This design comes from an exercise in tuning for small area on the open sky130 flow, not from production work. The RTL of this run was laid out without a check of its function.

$ cat flow/config.mk
export PLATFORM = sky130hd
export DESIGN_NAME = VGA
export DESIGN_NICKNAME = VGA
export VERILOG_FILES = /design/flow/design.v
export SDC_FILE = /design/flow/constraint.sdc
export NUM_CORES = 4
export LEC_CHECK = 0
export CAP_MARGIN = 20
export CORE_MARGIN = 2
export CORE_UTILIZATION = 40
export SLEW_MARGIN = 20
$ cat flow/constraint.sdc
create_clock -name core_clock -period 10.0 [get_ports {CLOCK_50}]
set_input_delay 2.0000 -clock core_clock [delete_from_list [all_inputs] [get_ports {CLOCK_50}]]
set_output_delay 2.0000 -clock core_clock [all_outputs]
set_load 0.01 [all_outputs]
$ cat flow/design.v
module BCD_DisplayO(
input BCDValue3, BCDValue2, BCDValue1, BCDValue0,
output LEDSegment0, LEDSegment1, LEDSegment2, LEDSegment3, LEDSegment4, LEDSegment5, LEDSegment6
);
	assign LEDSegment0 = ~(BCDValue3 | BCDValue1 | BCDValue2 & BCDValue0 | ~BCDValue2 & ~BCDValue0);
	assign LEDSegment1 = ~(~BCDValue2 | ~BCDValue1 & ~BCDValue0 | BCDValue1 & BCDValue0);
	assign LEDSegment2 = ~(BCDValue2 | ~BCDValue1 | BCDValue0);
	assign LEDSegment3 = ~(~BCDValue2 & ~BCDValue0 | BCDValue1 & ~BCDValue0 | BCDValue2 & ~BCDValue1 & BCDValue0 | ~BCDValue2 & BCDValue1 | BCDValue3);
	assign LEDSegment4 = ~(~BCDValue2 & ~BCDValue0 | BCDValue1 & ~BCDValue0);
	assign LEDSegment5 = ~(BCDValue3 | ~BCDValue1 & ~BCDValue0 | BCDValue2 & ~BCDValue1 | BCDValue2 & ~BCDValue0);
	assign LEDSegment6 = ~(BCDValue3 | BCDValue2 & ~BCDValue1 | ~BCDValue2 & BCDValue1 | BCDValue1 & ~BCDValue0);
endmodule
module slowclock(input wire fastclock,
                 input wire reset,
                 output reg slowclk
);
reg [9:0] count;
wire [9:0] dinputs;
always @(posedge fastclock)
begin
	if (reset) 
		count <= 10'b0000000000;
	else
		count <= dinputs;
end
assign dinputs = (count == 10'b1001110001) ? 10'b0000000000 : count + 1;
assign slowclk = (count == 10'b0000000000) ?   1'b1 : 1'b0;
endmodule
module slowerclock(input wire fastclock,
					    input wire reset,
                   output reg slowclk
);
reg [8:0] count;
wire [8:0] dinputs;
always @(posedge fastclock)
begin
	if (reset) 
		count <= 9'b000000000;
	else
		count <= dinputs;
end
assign dinputs = (count == 9'b100111000) ? 9'b000000000 : count + 1;
assign slowclk = (count == 9'b000000000) ?   1'b1 : 1'b0;
endmodule
module slowestclock(input wire fastclock,
					    input wire reset,
                   output reg slowclk
);
reg [7:0] count;
wire [7:0] dinputs;
always @(posedge fastclock)
begin
	if (reset) 
		count <= 8'b00000000;
	else
		count <= dinputs;
end
assign dinputs = (count == 8'b10011100) ? 8'b00000000 : count + 1;
assign slowclk = (count == 8'b00000000) ?   1'b1 : 1'b0;
endmodule
module timer (
	input wire clk,
	input wire r,
	output reg [9:0] timer
);
reg [21:0] summed_counter;
always @(posedge clk)
	begin
		if (r)
			begin
				summed_counter <= 0;
			end
		else
			begin
				summed_counter <= summed_counter + 1'b1;
			end
	end
assign timer[9:0] = summed_counter[21:12];
endmodule
module ballMove(
	input wire 	     clk,
	input wire       reset,
	input wire       en,
	input wire [9:0] paddle1Y,
	input wire [9:0] paddle2Y,
	input wire [0:0] pause,
	output reg [9:0] ball_X,
	output reg [9:0] ball_Y,
	output reg [6:0] HEX0_D,
	output reg [6:0] HEX2_D
);
reg [9:0] ballX;
reg [9:0] ballY;
reg [3:0] p1Score;
reg [3:0] p2Score;
reg [2:0] vector;
reg [9:0] ballX_r;
reg [9:0] ballY_r;
reg [3:0] p1Score_r;
reg [3:0] p2Score_r;
reg [2:0] vector_r;
always @(posedge clk)
	begin
	ballX = ballX_r;
	ballY = ballY_r;
	p1Score = p1Score_r;
	p2Score = p2Score_r;
	vector = vector_r;
	if (reset) begin
		ballX = 320;
		ballY = 235;
		p1Score = 4'b0000;
		p2Score = 4'b0000;
		vector = 3'b000;
	end
	else if (en)
	if (pause == 0) begin
		if (ballY == 0)
			begin
				vector = ((vector == 3'b001) ? 3'b101 : 3'b100);
			end
		else if (ballY == 470)
			begin
				vector = ((vector == 3'b101) ? 3'b001 : 3'b010);
			end
		if (ballX <= 9) 
			begin
				if (ballX == 9)
					begin
						if ((ballY >= (paddle1Y - 9)) && (ballY <= (paddle1Y + 60)))
							begin
								if ((ballY >= (paddle1Y - 9)) && (ballY <= (paddle1Y + 14)))
									begin
										vector = 3'b001;
									end
								else if ((ballY >= (paddle1Y + 15)) && (ballY <= (paddle1Y + 36)))
									begin
										vector = 3'b000;
									end
								else if ((ballY >= (paddle1Y + 37)) && (ballY <= (paddle1Y + 60)))
									begin
										vector = 3'b101;
									end
							end
					end
				else if (ballX == 0)
					begin
						ballX = 320;
						ballY = 235;
						vector = 3'b011;
						if (p2Score < 9)
							begin
								p2Score++;
							end
						else if (p2Score == 9)
							begin
								p2Score = 0;
							end
					end
			end
		else if (ballX >= 621)
			begin
				if (ballX == 621)
					begin
						if ((ballY >= (paddle2Y - 9)) && (ballY <= (paddle2Y + 60)))
							begin
								if ((ballY >= (paddle2Y - 9)) && (ballY <= (paddle2Y + 14)))
									begin
										vector = 3'b010;
									end
								else if ((ballY >= (paddle2Y + 15)) && (ballY <= (paddle2Y + 36)))
									begin
										vector = 3'b011;
									end
								else if ((ballY >= (paddle2Y + 37)) && (ballY <= (paddle2Y + 60)))
									begin
										vector = 3'b100;
									end
							end
					end
				else if (ballX ==640)
					begin
						ballX = 320;
						ballY = 235;
						vector = 3'b000;
						if (p1Score < 9)
							begin
								p1Score++;
							end
						else if (p1Score == 9)
							begin
								p1Score = 0;
							end
					end
			end
		if (vector == 3'b000)
			begin
				ballX++;
			end
		else if (vector == 3'b001) 
			begin
				ballX++;
				ballY--;
			end
		else if (vector == 3'b010) 
			begin
				ballX--;
				ballY--;
			end
		else if (vector == 3'b011) 
			begin
				ballX--;
			end
		else if (vector == 3'b100) 
			begin
				ballX--;
				ballY++;
			end
		else if (vector == 3'b101) 
			begin
				ballX++;
				ballY++;
			end
		end
	ballX_r <= ballX;
	ballY_r <= ballY;
	p1Score_r <= p1Score;
	p2Score_r <= p2Score;
	vector_r <= vector;
	end
	BCD_DisplayO BCD0 (.BCDValue3(p2Score_r[3]), .BCDValue2(p2Score_r[2]), .BCDValue1(p2Score_r[1]), .BCDValue0(p2Score_r[0]),
				 .LEDSegment0(HEX0_D[0]), .LEDSegment1(HEX0_D[1]), .LEDSegment2(HEX0_D[2]), .LEDSegment3(HEX0_D[3]), .LEDSegment4(HEX0_D[4]), .LEDSegment5(HEX0_D[5]), .LEDSegment6(HEX0_D[6]));
	BCD_DisplayO BCD2 (.BCDValue3(p1Score_r[3]), .BCDValue2(p1Score_r[2]), .BCDValue1(p1Score_r[1]), .BCDValue0(p1Score_r[0]),
				 .LEDSegment0(HEX2_D[0]), .LEDSegment1(HEX2_D[1]), .LEDSegment2(HEX2_D[2]), .LEDSegment3(HEX2_D[3]), .LEDSegment4(HEX2_D[4]), .LEDSegment5(HEX2_D[5]), .LEDSegment6(HEX2_D[6]));
	assign ball_X = ballX_r;
	assign ball_Y = ballY_r;
endmodule
module paddleMove (
	input wire clk,
	input wire reset,
	input wire en,
	input wire [1:0] btn,
	input wire p2SW,
	input wire AISW,
	input wire [0:0] pause,
	output reg [9:0] paddle1Y,
	output reg [9:0] paddle2Y
);
reg [9:0] paddle_1Y;
reg [9:0] paddle_2Y;
always @(posedge clk)
	begin
	if (reset) begin
		paddle_1Y <= 210;
		paddle_2Y <= 210;
	end
	else if (en)
	if (pause != 1) begin
		if (btn[0] == 0)
			begin
				if (p2SW == 0)  
					begin
						if (paddle_1Y <= 419)  
							begin
								paddle_1Y <= paddle_1Y + 1;
							end
					end
				else if ((p2SW == 1) && (AISW == 0))  
					begin
						if (paddle_2Y <= 419)  
							begin
								paddle_2Y <= paddle_2Y + 1;
							end
					end
			end
		else if (btn[1] == 0)
			begin
				if (p2SW == 0)  
					begin
						if (paddle_1Y >= 1)  
							begin
								paddle_1Y <= paddle_1Y - 1;
							end
					end
				else if ((p2SW == 1) && (AISW == 0))  
					begin
						if (paddle_2Y >= 1)  
							begin
								paddle_2Y <= paddle_2Y - 1;
							end
					end
			end
		end
	end
assign paddle1Y = paddle_1Y;
assign paddle2Y = paddle_2Y;
endmodule
module AIMode(
	input wire clk,
	input wire reset,
	input wire en,
	input wire [9:0] ballY,
	input wire AISW,
	output reg [9:0] paddle_2Y
);
reg [9:0] paddle2Y;
always @(posedge clk)
	begin
		if (reset)
			paddle2Y <= 210;
		else if (en)
		if (AISW == 1)  
			begin
				if ((ballY >= 30) && (ballY <= 450))
					begin
						if (ballY < paddle2Y - 9)  
							begin
								paddle2Y <= paddle2Y - 1;
							end
						else if (ballY > paddle2Y + 60)  
							begin
								paddle2Y <= paddle2Y + 1;
							end
					end
			end
	end
assign paddle_2Y = paddle2Y;
endmodule
module DE0_VGA 
(
	 clk_50, reset, pixel_color, VGA_BUS_R, VGA_BUS_G, VGA_BUS_B, VGA_HS, VGA_VS, X_pix, Y_pix, H_visible, V_visible, pixel_cnt
);
input		wire				clk_50;
input		wire				reset;
input		wire	[11:0]	pixel_color;
output	reg	[3:0]		VGA_BUS_R;
output	reg	[3:0]		VGA_BUS_G;
output	reg	[3:0]		VGA_BUS_B;
output	reg	[0:0]		VGA_HS;
output	reg	[0:0]		VGA_VS;
output	wire	[10:0]	X_pix;
output	wire	[10:0]	Y_pix;
output	reg	[0:0]		H_visible;
output	reg	[0:0]		V_visible;
output	reg	[9:0]		pixel_cnt;
			reg	[10:0]	HS_counter;
			reg	[10:0]	VS_counter;
parameter HSNC_STRT 		= 16;
parameter HSNC_END  		= HSNC_STRT + 96;
parameter HBCK_PRCH_END = HSNC_END + 48;
parameter HVSBL_END		= HBCK_PRCH_END + 640;
parameter VSNC_STRT		= 10;
parameter VSNC_END		= VSNC_STRT + 2;
parameter VBCK_PRCH_END	= VSNC_END + 33;
parameter VVSBL_END		= VBCK_PRCH_END + 480;
assign X_pix 	= (HS_counter - HBCK_PRCH_END) > 0 ? (HS_counter - HBCK_PRCH_END) : 0;
assign Y_pix	= (VS_counter - VBCK_PRCH_END) > 0 ? (VS_counter - VBCK_PRCH_END) : 0;
always @(posedge clk_50)
	begin
		if (reset)
			begin
				pixel_cnt	<= 1;
				VGA_BUS_R 	<= 4'b0000;
				VGA_BUS_G 	<= 4'b0000;
				VGA_BUS_B 	<= 4'b0000;
			end
		else if((H_visible == 1'b1) && (V_visible == 1'b1))
			begin
				VGA_BUS_R 	<= pixel_color[3:0];
				VGA_BUS_G 	<= pixel_color[7:4];
				VGA_BUS_B 	<= pixel_color[11:8];
				pixel_cnt	<= pixel_cnt + 1'b1;
			end
		else
			begin
				pixel_cnt	<= 0;
				VGA_BUS_R 	<= 4'b0000;
				VGA_BUS_G 	<= 4'b0000;
				VGA_BUS_B 	<= 4'b0000;	
			end
	end
always @(posedge clk_50)
	begin
		if (reset)
			begin
				VGA_HS		<= 1'b1;
				H_visible	<= 1'b0;
				HS_counter	<=	11'b0;
				VS_counter	<= 11'b0;
			end
		else
		case(HS_counter)
			HSNC_STRT:						 
			begin	
				VGA_HS <= 1'b0;
				H_visible <= H_visible;
				HS_counter <= HS_counter + 1'b1; 
			end
			HSNC_END:							 
			begin
				VGA_HS <= 1'b1;
				H_visible <= H_visible;
				HS_counter <= HS_counter + 1'b1; 
			end			
			HBCK_PRCH_END:				 
			begin
				VGA_HS <= VGA_HS;
				H_visible <= 1'b1;
				HS_counter <= HS_counter + 1'b1; 
			end	
			HVSBL_END:					 
			begin
				VGA_HS <= VGA_HS;
				H_visible <= 1'b0;
				HS_counter <= 1;
				if (VS_counter == VVSBL_END)	 
					begin
						VS_counter <= 1;
					end
				else
					begin
						VS_counter <= VS_counter + 1'b1;
					end
			end
			default:
			begin
				VGA_HS <= VGA_HS;
				H_visible <= H_visible;
				HS_counter <= HS_counter + 1'b1; 
			end
		endcase
	end
always @(posedge clk_50)
	begin
		if (reset)
			begin
				VGA_VS		<= 1'b1;
				V_visible	<= 1'b0;
			end
		else
		case(VS_counter)
			VSNC_STRT:					 
			begin	
				VGA_VS <= 1'b0;
				V_visible	<= V_visible;
			end
			VSNC_END:					 
			begin
				VGA_VS <= 1'b1;
				V_visible	<= V_visible;
			end			
			VBCK_PRCH_END:				 
			begin
				VGA_VS <= VGA_VS;
				V_visible	<= 1'b1;
			end	
			VVSBL_END:					 
			begin
				VGA_VS <= VGA_VS;
				V_visible	<= 1'b0;
			end
			default
			begin
				VGA_VS <= VGA_VS;
				V_visible	<= V_visible;
			end
		endcase
	end
endmodule
module VGA(CLOCK_50, reset, VGA_R, VGA_G, VGA_B, VGA_HS, VGA_VS, SW, PaddleBtn, PauseBtn, HEX0_D, HEX1_D, HEX2_D, LEDG);
input		wire				CLOCK_50;		 
input		wire				reset;			 
input 	wire	[9:0]		SW;
input		wire	[1:0]		PaddleBtn;
input		wire				PauseBtn;
output 	wire 	[2:0]		LEDG;
output 	wire 	[6:0]		HEX0_D;
output 	wire 	[6:0]		HEX1_D = 7'b0111111;  
output 	wire 	[6:0]		HEX2_D;
output	wire	[3:0]		VGA_R;			 
output	wire	[3:0]		VGA_G;			 
output	wire	[3:0]		VGA_B;			 
output	wire	[0:0]		VGA_HS;			 
output	wire	[0:0]		VGA_VS;			 
wire				[9:0]		X_pix;			 
wire				[9:0]		Y_pix;			 
wire				[0:0]		H_visible;		 
wire				[0:0]		V_visible;		 
wire				[10:0]		X_pix_full;		 
wire				[10:0]		Y_pix_full;		 
wire				[9:0]		pixel_cnt;		 
reg				[11:0]	pixel_color;	 
reg 							CLOCK_10;
reg							CLOCK_20;
reg							CLOCK_30;
reg							CLOCK;
reg							CLOCK_q;		 
wire							game_tick;		 
reg				[9:0]		timer;
reg							timerReset;
reg 				[0:0]		pause;
reg 				[9:0] 	ballX;
reg 				[9:0] 	ballY;
reg 				[9:0] 	paddle1Y;
reg				[9:0] 	paddle2Y;
reg				[9:0]		p2p;
reg				[9:0]		AIp;
slowclock 	sclk 	(.fastclock(CLOCK_50), .reset(SW[9] | reset), .slowclk(CLOCK_10));		
slowerclock srclk (.fastclock(CLOCK_50), .reset(SW[9] | reset), .slowclk(CLOCK_20));	
slowestclock stclk (.fastclock(CLOCK_50), .reset(SW[9] | reset), .slowclk(CLOCK_30));
timer tr (.clk(CLOCK_50), .r(timerReset | reset), .timer(timer));
assign timerReset = (((ballX == 0) || (ballX == 640)) ? 1 : 0);
assign CLOCK = ((timer < 30) ? CLOCK_10 : ((timer < 60) && (timer >= 30)) ? CLOCK_20 : CLOCK_30);
always @(posedge CLOCK_50)
begin
	if (reset)
		CLOCK_q <= 1'b1;
	else
		CLOCK_q <= CLOCK;
end
assign game_tick = CLOCK & ~CLOCK_q;
always @(posedge CLOCK_50)
begin
	if (reset)
		pause <= 0;
	else if (game_tick)
	begin
	if ((ballX == 0) || (ballX == 640))
		pause <= 1;
	else if ((!PauseBtn))
		pause <= 0;
	end
end 
assign LEDG[0] = pause;
assign LEDG[2:1] = 2'b00;
ballMove 	bM 	(.clk(CLOCK_50), .reset(reset), .en(game_tick), .paddle1Y(paddle1Y), .paddle2Y(paddle2Y), .pause(pause), .ball_X(ballX), .ball_Y(ballY), .HEX0_D(HEX0_D), .HEX2_D(HEX2_D));
paddleMove 	pM 	(.clk(CLOCK_50), .reset(reset), .en(game_tick), .btn(PaddleBtn), .p2SW(SW[0]), .AISW(SW[8]), .pause(pause), .paddle1Y(paddle1Y), .paddle2Y(p2p));
AIMode 		aM 	(.clk(CLOCK_50), .reset(reset), .en(game_tick), .ballY(ballY), .AISW(SW[8]), .paddle_2Y(AIp));
assign paddle2Y = ((SW[8] == 0) ? p2p : AIp);
wire [9:0] player_1_paddle_width=10;
wire [9:0] player_1_paddle_height=60;
wire [9:0] player_1_paddle_x_location=0;
wire [9:0] player_1_paddle_y_location=paddle1Y;
reg player_1_paddle;
make_box_comb draw_first_player_paddle(
	.X_pix(X_pix),
	.Y_pix(Y_pix),
	.box_width(player_1_paddle_width),
	.box_height(player_1_paddle_height),
	.box_x_location(player_1_paddle_x_location),
	.box_y_location(player_1_paddle_y_location),
	.pixel_clk(CLOCK_50),
	.box(player_1_paddle)
);
wire [9:0] player_2_paddle_width=10;
wire [9:0] player_2_paddle_height=60;
wire [9:0] player_2_paddle_x_location=630;
wire [9:0] player_2_paddle_y_location=paddle2Y;
reg player_2_paddle;
make_box_comb draw_second_player_paddle(
	.X_pix(X_pix),
	.Y_pix(Y_pix),
	.box_width(player_2_paddle_width),
	.box_height(player_2_paddle_height),
	.box_x_location(player_2_paddle_x_location),
	.box_y_location(player_2_paddle_y_location),
	.pixel_clk(CLOCK_50),
	.box(player_2_paddle)
);
wire [9:0] ball_width=10;
wire [9:0] ball_height=10;
wire [9:0] ball_x_location=ballX;
wire [9:0] ball_y_location=ballY;
reg ball;
make_box_comb draw_ball(
	.X_pix(X_pix),
	.Y_pix(Y_pix),
	.box_width(ball_width),
	.box_height(ball_height),
	.box_x_location(ball_x_location),
	.box_y_location(ball_y_location),
	.pixel_clk(CLOCK_50),
	.box(ball)
);
wire [9:0] line1_width=3;
wire [9:0] line1_height=13;
wire [9:0] line1_x_location=324;
wire [9:0] line1_y_location=0;
reg line1;
make_box_comb draw_line1(
	.X_pix(X_pix),
	.Y_pix(Y_pix),
	.box_width(line1_width),
	.box_height(line1_height),
	.box_x_location(line1_x_location),
	.box_y_location(line1_y_location),
	.pixel_clk(CLOCK_50),
	.box(line1)
);
wire [9:0] line2_width=3;
wire [9:0] line2_height=13;
wire [9:0] line2_x_location=324;
wire [9:0] line2_y_location=16;
reg line2;
make_box_comb draw_line2(
	.X_pix(X_pix),
	.Y_pix(Y_pix),
	.box_width(line2_width),
	.box_height(line2_height),
	.box_x_location(line2_x_location),
	.box_y_location(line2_y_location),
	.pixel_clk(CLOCK_50),
	.box(line2)
);
wire [9:0] line3_width=3;
wire [9:0] line3_height=13;
wire [9:0] line3_x_location=324;
wire [9:0] line3_y_location=32;
reg line3;
make_box_comb draw_line3(
	.X_pix(X_pix),
	.Y_pix(Y_pix),
	.box_width(line3_width),
	.box_height(line3_height),
	.box_x_location(line3_x_location),
	.box_y_location(line3_y_location),
	.pixel_clk(CLOCK_50),
	.box(line3)
);
wire [9:0] line4_width=3;
wire [9:0] line4_height=13;
wire [9:0] line4_x_location=324;
wire [9:0] line4_y_location=48;
reg line4;
make_box_comb draw_line4(
	.X_pix(X_pix),
	.Y_pix(Y_pix),
	.box_width(line4_width),
	.box_height(line4_height),
	.box_x_location(line4_x_location),
	.box_y_location(line4_y_location),
	.pixel_clk(CLOCK_50),
	.box(line4)
);
wire [9:0] line5_width=3;
wire [9:0] line5_height=13;
wire [9:0] line5_x_location=324;
wire [9:0] line5_y_location=64;
reg line5;
make_box_comb draw_line5(
	.X_pix(X_pix),
	.Y_pix(Y_pix),
	.box_width(line5_width),
	.box_height(line5_height),
	.box_x_location(line5_x_location),
	.box_y_location(line5_y_location),
	.pixel_clk(CLOCK_50),
	.box(line5)
);
wire [9:0] line6_width=3;
wire [9:0] line6_height=13;
wire [9:0] line6_x_location=324;
wire [9:0] line6_y_location=80;
reg line6;
make_box_comb draw_line6(
	.X_pix(X_pix),
	.Y_pix(Y_pix),
	.box_width(line6_width),
	.box_height(line6_height),
	.box_x_location(line6_x_location),
	.box_y_location(line6_y_location),
	.pixel_clk(CLOCK_50),
	.box(line6)
);
wire [9:0] line7_width=3;
wire [9:0] line7_height=13;
wire [9:0] line7_x_location=324;
wire [9:0] line7_y_location=96;
reg line7;
make_box_comb draw_line7(
	.X_pix(X_pix),
	.Y_pix(Y_pix),
	.box_width(line7_width),
	.box_height(line7_height),
	.box_x_location(line7_x_location),
	.box_y_location(line7_y_location),
	.pixel_clk(CLOCK_50),
	.box(line7)
);
wire [9:0] line8_width=3;
wire [9:0] line8_height=13;
wire [9:0] line8_x_location=324;
wire [9:0] line8_y_location=112;
reg line8;
make_box_comb draw_line8(
	.X_pix(X_pix),
	.Y_pix(Y_pix),
	.box_width(line8_width),
	.box_height(line8_height),
	.box_x_location(line8_x_location),
	.box_y_location(line8_y_location),
	.pixel_clk(CLOCK_50),
	.box(line8)
);
wire [9:0] line9_width=3;
wire [9:0] line9_height=13;
wire [9:0] line9_x_location=324;
wire [9:0] line9_y_location=128;
reg line9;
make_box_comb draw_line9(
	.X_pix(X_pix),
	.Y_pix(Y_pix),
	.box_width(line9_width),
	.box_height(line9_height),
	.box_x_location(line9_x_location),
	.box_y_location(line9_y_location),
	.pixel_clk(CLOCK_50),
	.box(line9)
);
wire [9:0] line10_width=3;
wire [9:0] line10_height=13;
wire [9:0] line10_x_location=324;
wire [9:0] line10_y_location=144;
reg line10;
make_box_comb draw_line10(
	.X_pix(X_pix),
	.Y_pix(Y_pix),
	.box_width(line10_width),
	.box_height(line10_height),
	.box_x_location(line10_x_location),
	.box_y_location(line10_y_location),
	.pixel_clk(CLOCK_50),
	.box(line10)
);
wire [9:0] line11_width=3;
wire [9:0] line11_height=13;
wire [9:0] line11_x_location=324;
wire [9:0] line11_y_location=160;
reg line11;
make_box_comb draw_line11(
	.X_pix(X_pix),
	.Y_pix(Y_pix),
	.box_width(line11_width),
	.box_height(line11_height),
	.box_x_location(line11_x_location),
	.box_y_location(line11_y_location),
	.pixel_clk(CLOCK_50),
	.box(line11)
);
wire [9:0] line12_width=3;
wire [9:0] line12_height=13;
wire [9:0] line12_x_location=324;
wire [9:0] line12_y_location=176;
reg line12;
make_box_comb draw_line12(
	.X_pix(X_pix),
	.Y_pix(Y_pix),
	.box_width(line12_width),
	.box_height(line12_height),
	.box_x_location(line12_x_location),
	.box_y_location(line12_y_location),
	.pixel_clk(CLOCK_50),
	.box(line12)
);
wire [9:0] line13_width=3;
wire [9:0] line13_height=13;
wire [9:0] line13_x_location=324;
wire [9:0] line13_y_location=192;
reg line13;
make_box_comb draw_line13(
	.X_pix(X_pix),
	.Y_pix(Y_pix),
	.box_width(line13_width),
	.box_height(line13_height),
	.box_x_location(line13_x_location),
	.box_y_location(line13_y_location),
	.pixel_clk(CLOCK_50),
	.box(line13)
);
wire [9:0] line14_width=3;
wire [9:0] line14_height=13;
wire [9:0] line14_x_location=324;
wire [9:0] line14_y_location=208;
reg line14;
make_box_comb draw_line14(
	.X_pix(X_pix),
	.Y_pix(Y_pix),
	.box_width(line14_width),
	.box_height(line14_height),
	.box_x_location(line14_x_location),
	.box_y_location(line14_y_location),
	.pixel_clk(CLOCK_50),
	.box(line14)
);
wire [9:0] line15_width=3;
wire [9:0] line15_height=13;
wire [9:0] line15_x_location=324;
wire [9:0] line15_y_location=224;
reg line15;
make_box_comb draw_line15(
	.X_pix(X_pix),
	.Y_pix(Y_pix),
	.box_width(line15_width),
	.box_height(line15_height),
	.box_x_location(line15_x_location),
	.box_y_location(line15_y_location),
	.pixel_clk(CLOCK_50),
	.box(line15)
);
wire [9:0] line16_width=3;
wire [9:0] line16_height=13;
wire [9:0] line16_x_location=324;
wire [9:0] line16_y_location=240;
reg line16;
make_box_comb draw_line16(
	.X_pix(X_pix),
	.Y_pix(Y_pix),
	.box_width(line16_width),
	.box_height(line16_height),
	.box_x_location(line16_x_location),
	.box_y_location(line16_y_location),
	.pixel_clk(CLOCK_50),
	.box(line16)
);
wire [9:0] line17_width=3;
wire [9:0] line17_height=13;
wire [9:0] line17_x_location=324;
wire [9:0] line17_y_location=256;
reg line17;
make_box_comb draw_line17(
	.X_pix(X_pix),
	.Y_pix(Y_pix),
	.box_width(line17_width),
	.box_height(line17_height),
	.box_x_location(line17_x_location),
	.box_y_location(line17_y_location),
	.pixel_clk(CLOCK_50),
	.box(line17)
);
wire [9:0] line18_width=3;
wire [9:0] line18_height=13;
wire [9:0] line18_x_location=324;
wire [9:0] line18_y_location=272;
reg line18;
make_box_comb draw_line18(
	.X_pix(X_pix),
	.Y_pix(Y_pix),
	.box_width(line18_width),
	.box_height(line18_height),
	.box_x_location(line18_x_location),
	.box_y_location(line18_y_location),
	.pixel_clk(CLOCK_50),
	.box(line18)
);
wire [9:0] line19_width=3;
wire [9:0] line19_height=13;
wire [9:0] line19_x_location=324;
wire [9:0] line19_y_location=288;
reg line19;
make_box_comb draw_line19(
	.X_pix(X_pix),
	.Y_pix(Y_pix),
	.box_width(line19_width),
	.box_height(line19_height),
	.box_x_location(line19_x_location),
	.box_y_location(line19_y_location),
	.pixel_clk(CLOCK_50),
	.box(line19)
);
wire [9:0] line20_width=3;
wire [9:0] line20_height=13;
wire [9:0] line20_x_location=324;
wire [9:0] line20_y_location=304;
reg line20;
make_box_comb draw_line20(
	.X_pix(X_pix),
	.Y_pix(Y_pix),
	.box_width(line20_width),
	.box_height(line20_height),
	.box_x_location(line20_x_location),
	.box_y_location(line20_y_location),
	.pixel_clk(CLOCK_50),
	.box(line20)
);
wire [9:0] line21_width=3;
wire [9:0] line21_height=13;
wire [9:0] line21_x_location=324;
wire [9:0] line21_y_location=320;
reg line21;
make_box_comb draw_line21(
	.X_pix(X_pix),
	.Y_pix(Y_pix),
	.box_width(line21_width),
	.box_height(line21_height),
	.box_x_location(line21_x_location),
	.box_y_location(line21_y_location),
	.pixel_clk(CLOCK_50),
	.box(line21)
);
wire [9:0] line22_width=3;
wire [9:0] line22_height=13;
wire [9:0] line22_x_location=324;
wire [9:0] line22_y_location=336;
reg line22;
make_box_comb draw_line22(
	.X_pix(X_pix),
	.Y_pix(Y_pix),
	.box_width(line22_width),
	.box_height(line22_height),
	.box_x_location(line22_x_location),
	.box_y_location(line22_y_location),
	.pixel_clk(CLOCK_50),
	.box(line22)
);
wire [9:0] line23_width=3;
wire [9:0] line23_height=13;
wire [9:0] line23_x_location=324;
wire [9:0] line23_y_location=352;
reg line23;
make_box_comb draw_line23(
	.X_pix(X_pix),
	.Y_pix(Y_pix),
	.box_width(line23_width),
	.box_height(line23_height),
	.box_x_location(line23_x_location),
	.box_y_location(line23_y_location),
	.pixel_clk(CLOCK_50),
	.box(line23)
);
wire [9:0] line24_width=3;
wire [9:0] line24_height=13;
wire [9:0] line24_x_location=324;
wire [9:0] line24_y_location=368;
reg line24;
make_box_comb draw_line24(
	.X_pix(X_pix),
	.Y_pix(Y_pix),
	.box_width(line24_width),
	.box_height(line24_height),
	.box_x_location(line24_x_location),
	.box_y_location(line24_y_location),
	.pixel_clk(CLOCK_50),
	.box(line24)
);
wire [9:0] line25_width=3;
wire [9:0] line25_height=13;
wire [9:0] line25_x_location=324;
wire [9:0] line25_y_location=384;
reg line25;
make_box_comb draw_line25(
	.X_pix(X_pix),
	.Y_pix(Y_pix),
	.box_width(line25_width),
	.box_height(line25_height),
	.box_x_location(line25_x_location),
	.box_y_location(line25_y_location),
	.pixel_clk(CLOCK_50),
	.box(line25)
);
wire [9:0] line26_width=3;
wire [9:0] line26_height=13;
wire [9:0] line26_x_location=324;
wire [9:0] line26_y_location=400;
reg line26;
make_box_comb draw_line26(
	.X_pix(X_pix),
	.Y_pix(Y_pix),
	.box_width(line26_width),
	.box_height(line26_height),
	.box_x_location(line26_x_location),
	.box_y_location(line26_y_location),
	.pixel_clk(CLOCK_50),
	.box(line26)
);
wire [9:0] line27_width=3;
wire [9:0] line27_height=13;
wire [9:0] line27_x_location=324;
wire [9:0] line27_y_location=416;
reg line27;
make_box_comb draw_line27(
	.X_pix(X_pix),
	.Y_pix(Y_pix),
	.box_width(line27_width),
	.box_height(line27_height),
	.box_x_location(line27_x_location),
	.box_y_location(line27_y_location),
	.pixel_clk(CLOCK_50),
	.box(line27)
);
wire [9:0] line28_width=3;
wire [9:0] line28_height=13;
wire [9:0] line28_x_location=324;
wire [9:0] line28_y_location=432;
reg line28;
make_box_comb draw_line28(
	.X_pix(X_pix),
	.Y_pix(Y_pix),
	.box_width(line28_width),
	.box_height(line28_height),
	.box_x_location(line28_x_location),
	.box_y_location(line28_y_location),
	.pixel_clk(CLOCK_50),
	.box(line28)
);
wire [9:0] line29_width=3;
wire [9:0] line29_height=13;
wire [9:0] line29_x_location=324;
wire [9:0] line29_y_location=448;
reg line29;
make_box_comb draw_line29(
	.X_pix(X_pix),
	.Y_pix(Y_pix),
	.box_width(line29_width),
	.box_height(line29_height),
	.box_x_location(line29_x_location),
	.box_y_location(line29_y_location),
	.pixel_clk(CLOCK_50),
	.box(line29)
);
wire [9:0] line30_width=3;
wire [9:0] line30_height=13;
wire [9:0] line30_x_location=324;
wire [9:0] line30_y_location=464;
reg line30;
make_box_comb draw_line30(
	.X_pix(X_pix),
	.Y_pix(Y_pix),
	.box_width(line30_width),
	.box_height(line30_height),
	.box_x_location(line30_x_location),
	.box_y_location(line30_y_location),
	.pixel_clk(CLOCK_50),
	.box(line30)
);
always @(posedge CLOCK_50)
	begin
		if (player_1_paddle) pixel_color <= 12'b1111_1111_1111;
		else if (player_2_paddle) pixel_color <= 12'b1111_1111_1111;
		else if (ball) pixel_color <= 12'b1111_1111_1111;
		else if (line1) pixel_color <= 12'b1111_1111_1111;
		else if (line2) pixel_color <= 12'b1111_1111_1111;
		else if (line3) pixel_color <= 12'b1111_1111_1111;
		else if (line4) pixel_color <= 12'b1111_1111_1111;
		else if (line5) pixel_color <= 12'b1111_1111_1111;
		else if (line6) pixel_color <= 12'b1111_1111_1111;
		else if (line7) pixel_color <= 12'b1111_1111_1111;
		else if (line8) pixel_color <= 12'b1111_1111_1111;
		else if (line9) pixel_color <= 12'b1111_1111_1111;
		else if (line10) pixel_color <= 12'b1111_1111_1111;
		else if (line11) pixel_color <= 12'b1111_1111_1111;
		else if (line12) pixel_color <= 12'b1111_1111_1111;
		else if (line13) pixel_color <= 12'b1111_1111_1111;
		else if (line14) pixel_color <= 12'b1111_1111_1111;
		else if (line15) pixel_color <= 12'b1111_1111_1111;
		else if (line16) pixel_color <= 12'b1111_1111_1111;
		else if (line17) pixel_color <= 12'b1111_1111_1111;
		else if (line18) pixel_color <= 12'b1111_1111_1111;
		else if (line19) pixel_color <= 12'b1111_1111_1111;
		else if (line20) pixel_color <= 12'b1111_1111_1111;
		else if (line21) pixel_color <= 12'b1111_1111_1111;
		else if (line22) pixel_color <= 12'b1111_1111_1111;
		else if (line23) pixel_color <= 12'b1111_1111_1111;
		else if (line24) pixel_color <= 12'b1111_1111_1111;
		else if (line25) pixel_color <= 12'b1111_1111_1111;
		else if (line26) pixel_color <= 12'b1111_1111_1111;
		else if (line27) pixel_color <= 12'b1111_1111_1111;
		else if (line28) pixel_color <= 12'b1111_1111_1111;
		else if (line29) pixel_color <= 12'b1111_1111_1111;
		else if (line30) pixel_color <= 12'b1111_1111_1111;
		else pixel_color <= 12'b0000_0000_0000;
	end
		DE0_VGA VGA_Driver
		(
			.clk_50(CLOCK_50),
			.reset(reset),
			.pixel_color(pixel_color),
			.VGA_BUS_R(VGA_R), 
			.VGA_BUS_G(VGA_G), 
			.VGA_BUS_B(VGA_B), 
			.VGA_HS(VGA_HS), 
			.VGA_VS(VGA_VS), 
			.X_pix(X_pix_full), 
			.Y_pix(Y_pix_full), 
			.H_visible(H_visible),
			.V_visible(V_visible), 
			.pixel_cnt(pixel_cnt)
		);
assign X_pix = X_pix_full[9:0];
assign Y_pix = Y_pix_full[9:0];
endmodule
module make_box_comb(
	input [9:0] X_pix,
	input [9:0] Y_pix,
	input [9:0] box_width,
	input [9:0] box_height,
	input [9:0] box_x_location,
	input [9:0] box_y_location,
	input pixel_clk,
	output reg box
	);
	always @(posedge pixel_clk)
	begin
		if((X_pix>box_x_location)&&(X_pix<(box_x_location+box_width))&&(Y_pix>box_y_location)&&(Y_pix<(box_y_location+box_height))) 
			box<=1;
		else 
			box<=0;
	end
endmodule
$ cat flow/run.sh
#!/bin/bash
# synth_recipe.tcl (not shown) runs the flow's synth.tcl, then flattens the netlist and writes it again
# the make line also repeats each setting of config.mk as NAME=value (left out here)
make -C /OpenROAD-flow-scripts/flow DESIGN_CONFIG=/design/flow/config.mk WORK_HOME=/design/flow/orfs CLKGATE_MAP_FILE= SYNTH_SCRIPT=/design/flow/synth_recipe.tcl finish
==> summary.txt <==
==> metal layers <==
metal	share of wire (%)	global-route usage, %
met1	46	27.5
met5	0	0
met3	4.9	2.64
met2	47	35.6
met4	2.7	7.67
==> synthesized netlist by cell type (29+ instances only) <==
master / n / area share [%]
nor4_1: 31 / 1.2
nor3_1: 63 / 1.9
xor2_1: 74 / 3.9
nand4_1: 37 / 1.4
ha_1: 265 / 20
nor2_1: 234 / 5.3
dfxtp_1: 173 / 21
clkbuf_1: 72 / 1.6
nand2_1: 153 / 3.4
buf_4: 37 / 1.7
nand2b_1: 30 / 1.1
xnor2_1: 141 / 7.4
nand3_1: 96 / 2.9
a21oi_1: 114 / 3.4
inv_1: 105 / 2.4
o21ai_0: 93 / 2.8
o21a_1: 29 / 1.3
==> stage by stage <==
step | worst slack, ns | cell area [um^2] | util, %
5_1_grt | 1.96 | 17900 | 43.7
3_3_place_gp | 1.91 | 17400 | 42.3
6_report | 2.29 | 17900 | 43.7
4_1_cts | 2.37 | 17900 | 43.7
3_5_place_dp | 1.91 | 17400 | 42.3
2_1_floorplan | 3.21 | 16700 | -
==> cell type report <==
class | count | area (um^2)
Inverter | 110 | 413
Sequential cell | 173 | 3460
Clock buffer | 17 | 425
Tap cell | 532 | 666
Fill cell | 4136 | 23100
Timing Repair Buffer | 71 | 618
Multi-Input combinational cell | 1718 | 12200
Clock inverter | 15 | 168
==> report_power, final <==
group          switching [uW]  total [uW]  internal, uW
registers                19.1         717           698
clock network             357         694           336
logic                     221         375           154
total                     597        1790          1190
==> how the worst min path moves through the flow <==
| stage | startpoint | end |
|---|---|---|
| 3_5_place_dp | draw_line16.box | pixel_color[10] |
| 3_3_place_gp | draw_line17.box | pixel_color[10] |
| 4_1_cts | draw_line17.box | pixel_color[10] |
| 5_1_grt | draw_line16.box | pixel_color[10] |
| 6_report | draw_line17.box | pixel_color[10] |
| 2_1_floorplan | draw_line14.box | pixel_color[10] |
==> cells by family (layout without fill, tap and decap cells) <==
logic type / after synthesis / after routing / share of synthesized area (%)
simple gates: 781 / 781 / 23.1
flops: 173 / 173 / 20.7
other cells: 2 / 9 / 0.0449
compound gates: 422 / 422 / 16.7
xor+xnor: 216 / 216 / 11.4
fa+ha+maj: 266 / 266 / 20.0
buf+inv: 241 / 213 / 6.51
mux: 24 / 24 / 1.65
==> tightest hold or removal path: cells and delay by family (launching register included) <==
family           cells  cell delay, ns
flip-flops           1            0.31
AND/OR/NAND/NOR      2            0.11
==> flow_metrics.py <==
metrics = {
    "grt": {
        "grt_max_degree": 33,
        "grt_use_total_pct": 21.1,
        "grt_pass1_wl_um": 74400,
        "antenna_found_initial": 0,
        "overflow": 0,
        "first_global_vias": 14300,
    },
    "critical_path": {
        "r2r-start": "pM.paddle_1Y[3]",
        "worstSetupPathType": "in2reg",
        "critical_path_buf_inv_count": 5,
        "worstSetupEndpointType": "register",
        "startpoint": "SW[8]",
        "crit_end": "bM.ballY_r[6]",
        "r2r_end": "bM.ballY_r[6]",
        "cp.required_ns": 10.37,
        "startpoint_type": "input port",
        "reg2reg_depth": 16,
        "cp_cell_sequence": "clkdlybuf4s50_1 > buf_4 > inv_1 > a21boi_1 > inv_1 > ha_1 > a21oi_1 > o21ai_1 > xnor2_1 > ha_1 > a21oi_1 > a21boi_0 > a2111oi_0 > a2111oi_0 > nor4_1 > a311oi_1 > and2_0 > buf_4 > xnor2_1 > o22ai_1 > a211o_1 > a211o_1",
        "cp.depth": 22,
        "cp_slowest_cell": "xnor2_1",
        "crit_path_max_incr_delay_ns": 0.86,
        "crit_family": "compound AO/OA/AOI/OAI gates",
        "cp_max_fo": 22,
        "ff2ff_setup_slack_ns": 4.18,
        "worstPathArrival_ns": 8.08,
    },
    "hold_path": {
        "hp-class": "reg2reg",
        "whs_path_depth": 2,
    },
    "cells_and_area": {
        "final_cells": 2636,
        "drive_above_1_share_pct": 5.09,
        "reg_top3": "tr.summed_counter x22, VGA_Driver.HS_counter x11, VGA_Driver.VS_counter x11",
        "final_nets": 2372,
        "largest_register_ffs": 22,
        "n_antenna_cell": 0,
        "layout_common_cells": "ha_1, nor2_1, dfxtp_1, nand2_1, xnor2_1",
        "syn_to_final_growth_pct": 7.37,
        "final_common_cell": "ha_1",
        "regMostFlops": "tr.summed_counter",
    },
    "floorplan": {
        "coreArea_mm2": 0.0410,
        "start_util_pct": 40.7,
        "io_pins": 53,
        "num_rows": 74,
        "fp.dieH_um": 208,
        "dieArea_mm2": 0.0434,
        "fp.dieW_um": 208,
    },
    "timing": {
        "worstMarginPinSlew_ns": 1.07,
        "rsz0062_at_grt": "false",
        "timing.setup.tns_ns": 0,
        "worst_clock_skew_ns": 0.0157,
        "max_slew_margin_pct": 28.2,
        "period_share_pct": 77.1,
        "drv_slew": 0,
        "min_period_ns": 7.71,
        "max_freq_ghz": 0.130,
        "hold_slack_ns": 0.455,
        "finalSetupViolCount": 0,
        "finalHoldViolations": 0,
    },
    "drt": {
        "drt_wl_total_um": 45800,
        "wl_per_cell_um": 17.4,
        "drtAntennaViolNets": 0,
        "drtIter0Drc": 843,
        "viasPerCell": 5.67,
        "drc": 0,
        "vias": 14900,
        "drtPass1Iterations": 5,
    },
    "place": {
        "io_buffers": 36,
        "hpwl_um": 33700,
        "dp.cells": 2604,
        "gp_congestion": 0.907,
    },
    "cts": {
        "cts_root_buf": "clkbuf_16",
        "clockBufferDepth": 2,
        "clk_pin_slew_worst_paths_ns": 0.08,
        "cts_tree": "done",
        "cts_max_level": 4,
        "clock_sinks": 173,
        "clk_latency_ns": 0.47,
        "post_cts_buffers": 0,
        "cts_made_buffers": 17,
        "cts_resized": 0,
        "ctsHoldBuffers": 0,
    },
    "synthesis": {
        "synth_warnings": 22,
        "ys.flop_type": "dfxtp_1",
        "synth_cell_types": 93,
        "synth_edf_count": 0,
        "async_flop_share_pct": 0,
        "avgSynthCellArea_um2": 7.87,
        "syn_area_mm2": 0.0167,
        "synth-seq-cells": 173,
        "synth_seq_area_share_pct": 20.7,
        "syn_inst": 2125,
    },
    "power_and_ir_drop": {
        "power_uw": 1790,
        "power.density_mw_per_mm2": 99.5,
        "p_leak_uw": 0.00718,
        "vdd.ir_drop.worst_mv": 0.108,
    },
    "flow_run": {
        "drv_cap": 0,
    },
    "outcome": {
        "status": "timing/DRC/antenna clean",
    },
}

-- port drivers added, routing unchanged --
No port has a modelled driver above. Below, the same layout with a new extraction and two added sets of constraints. Step 1: set_driving_cell puts a clkbuf_16 on CLOCK_50 and a buf_2 on each other input, an assumption about the parent block. Step 2 moves the port delays by t, midway between the first and last clock arrival at a register: inputs arrive t later, outputs are due t later. That takes back most of the time a late clock gives input paths. a / b / c = ideal ports / drivers / drivers and shift; a / b = the first two.
t (ns): 0.521
setup WS [ns]: 2.289 / 2.322 / 1.801
worst register clock-pin slew, ns: 0.09 / 0.09
worst slew at a driven data input, ns: 0.03
After both steps setup and hold are still met in this run. The setup slack of this run moves by +0.033 ns with the drivers and by -0.488 ns with both steps.
